Source: an optimization exercise on an open RTL-to-GDS flow (aim: small area). Production flows keep margins and buffers that such runs may drop. Only simulation tests tie the RTL to the original design; equivalence was not proved.

== alpha ==
==> flow/design.v <==
`timescale 1ns / 1ps
module xst(
	input		clk_i,
	input		reset_i,
	input		rxd_i,
	input	[63:0]	dat_i,
	input		txreg_we_i,
	input		txregr_we_i,
	input		txreg_oe_i,
	input		txregr_oe_i,
	input	[15:0]	txbaud_i,
	input	[5:0]	bits_i,
	output		txd_o,
	output reg	txc_o,
	output		idle_o,
	output reg [15:0] brg_o,
	output reg [5:0] bits_o,
	output	[63:0]	dat_o
);
	reg	[63:0]	srn;
	wire		ld = txreg_we_i | txregr_we_i;
	wire		active = |bits_o;
	wire		z = ~|brg_o;
	wire		sh = active & z;
	wire		sel_d = ~reset_i & txreg_we_i;
	wire		sel_r = ~reset_i & ~txreg_we_i & txregr_we_i;
	wire		shn = ld | ~sh;		 
	wire		hldn = ld | sh;		 
	wire	[64:0]	srn_up = {~rxd_i, srn};
	genvar i;
	generate
		for (i = 0; i < 64; i = i + 1) begin : g_sr
			wire x = ~((shn | srn_up[i+1]) & (hldn | srn[i]) & ~reset_i);
			always @(posedge clk_i)
				srn[i] <= ~((sel_d & dat_i[i]) | (sel_r & dat_i[63-i]) | x);
			assign dat_o[i] = ~((~txreg_oe_i | srn[i]) & (~txregr_oe_i | srn[63-i]));
		end
	endgenerate
	assign		txd_o = ~srn[0];
	assign		idle_o = ~active;
	always @(posedge clk_i) begin
		if (reset_i) begin
			brg_o <= 0;
			bits_o <= 0;
		end else if (ld) begin
			brg_o <= txbaud_i;
			bits_o <= bits_i;
		end else if (sh) begin
			brg_o <= txbaud_i;
			bits_o <= bits_o - 1;
		end else if (active) begin
			brg_o <= brg_o - 1;
		end
	end
	always @(posedge clk_i) begin
		if (brg_o == {1'b0, txbaud_i[15:1]})
			txc_o <= 0;
		else if (reset_i)
			txc_o <= 0;
		else if (ld)
			txc_o <= 1;
		else if (sh)
			txc_o <= (bits_o != 6'd1);
	end
endmodule
==> flow/config.mk <==
export PLATFORM = sky130hd
export DESIGN_NAME = xst
export DESIGN_NICKNAME = xst
export VERILOG_FILES = /design/flow/design.v
export SDC_FILE = /design/flow/constraint.sdc
export NUM_CORES = 4
export LEC_CHECK = 0
export ABC_AREA = 1
export CAP_MARGIN = 20
export CORE_MARGIN = 2
export CORE_UTILIZATION = 40
export SLEW_MARGIN = 20
==> flow/constraint.sdc <==
create_clock -name core_clock -period 5.0 [get_ports {clk_i}]
set_input_delay 1.0000 -clock core_clock [delete_from_list [all_inputs] [get_ports {clk_i}]]
set_output_delay 1.0000 -clock core_clock [all_outputs]
set_load 0.01 [all_outputs]
standard.sh (not shown) runs the stock make flow with config.mk's settings and CLKGATE_MAP_FILE= SYNTH_SCRIPT=/design/flow/synth_recipe.tcl, a recipe that flattens the netlist after the stock synthesis.
==> flow/flow/run.sh <==
#!/bin/bash
# Own layout flow: the standard synthesis, then the combinational logic re-mapped for area
# (flip-flops untouched), then the standard layout with the smallest plain buffer on each port.
set -euo pipefail
W=$PWD
F=$W/flow
R=$W/orfs/results/$FLOW_PLATFORM/xst/base
# 1. standard synthesis, unchanged
bash standard.sh synth > synth.log 2>&1
cp $R/1_2_yosys.v $W/standard_synth.v
# 2. re-map the logic
export REMAP_LIB=$FLOW_HOME/platforms/$FLOW_PLATFORM/lib/sky130_fd_sc_hd__tt_025C_1v80.lib
export REMAP_NETLIST=$R/1_2_yosys.v
export REMAP_ABC=$F/nf.abc
export REMAP_DONT_USE="$(grep -o 'sky130_fd_sc_hd__\(probe\|lpflow\)[a-z0-9_]*' $FLOW_HOME/platforms/$FLOW_PLATFORM/config.mk | sort -u | tr '\n' ' ')"
yosys -c $F/remap.tcl > remap.log 2>&1
rm -f $R/1_synth.odb $R/1_synth.sdc
# 3. the rest of the standard layout
export BUFFER_PORTS_ARGS="-buffer_cell sky130_fd_sc_hd__buf_1"
if [[ -f $F/cts_args ]]; then export CTS_ARGS="$(cat $F/cts_args)"; fi
bash standard.sh > layout.log 2>&1
==> flow/flow/cts_args <==
-sink_clustering_enable -repair_clock_nets -buf_list sky130_fd_sc_hd__clkbuf_8 -dont_use_dummy_load
==> flow/flow/nf.abc <==
strash
&get -n
&dch -f
&nf -R 1000
&put
==> flow/flow/remap.tcl <==
# Re-map the combinational logic of the standard synthesis netlist for area.
# The flip-flops are kept as they are (same instances, names and cell types).
set lib $::env(REMAP_LIB)
set net $::env(REMAP_NETLIST)
set dont_use {}
foreach c $::env(REMAP_DONT_USE) { lappend dont_use -dont_use $c }
yosys read_liberty -ignore_miss_func $lib
yosys read_verilog $net
yosys hierarchy -top $::env(FLOW_TOP)
yosys blackbox sky130_fd_sc_hd__dfxtp_1
yosys flatten
yosys opt_clean
yosys rename -hide w:*.*
yosys tee -o remap_pre.stat stat -liberty $lib
yosys abc -script $::env(REMAP_ABC) -liberty $lib {*}$dont_use
yosys opt_clean -purge
yosys hilomap -singleton -hicell sky130_fd_sc_hd__conb_1 HI -locell sky130_fd_sc_hd__conb_1 LO
yosys splitnets
yosys opt_clean -purge
yosys tee -o remap_post.stat stat -liberty $lib
yosys write_verilog -noattr -noexpr -nohex -nodec $net
alpha: flow completed, timing, DRC and antenna clean
The following lists how beta was set up differently from alpha:
removed: flow/flow/cts_args
Notes after the runs:
Lower area added between synthesis and finish goes to alpha over beta. Summary of beta over alpha: worst-case headroom to the max-slew limit climbed 0.22 points; clock buffer instance count of the final layout climbed 1; wire length barely changed. Post-synthesis instance area: beta vs alpha identical. Looking only at hold slack, and setting everything else aside, the lower value of alpha and beta goes to alpha.

-- re-timing with driven ports --
The flow's constraints put no driver on any port. The routed layouts listed below were extracted and timed again, unchanged, in two steps. Step 1 assumes that a clkbuf_16 drives the clock port and a buf_2 every other input. Step 2 times the ports against the registers' clock, not the clock port: input delays grow and output delays shrink by t, the midpoint of the rising clock arrivals with the driver on. Three values: no drivers, after step 1, after step 2; two values: the first two.
run | t, ns | slack for setup (ns) | worst register clock-pin slew, ns
alpha | 0.360 | 1.100 / 1.100 / 1.100 | 0.09 / 0.09
beta | 0.371 | 1.060 / 1.060 / 1.060 | 0.09 / 0.09
After both steps setup and hold are still met in every run listed.
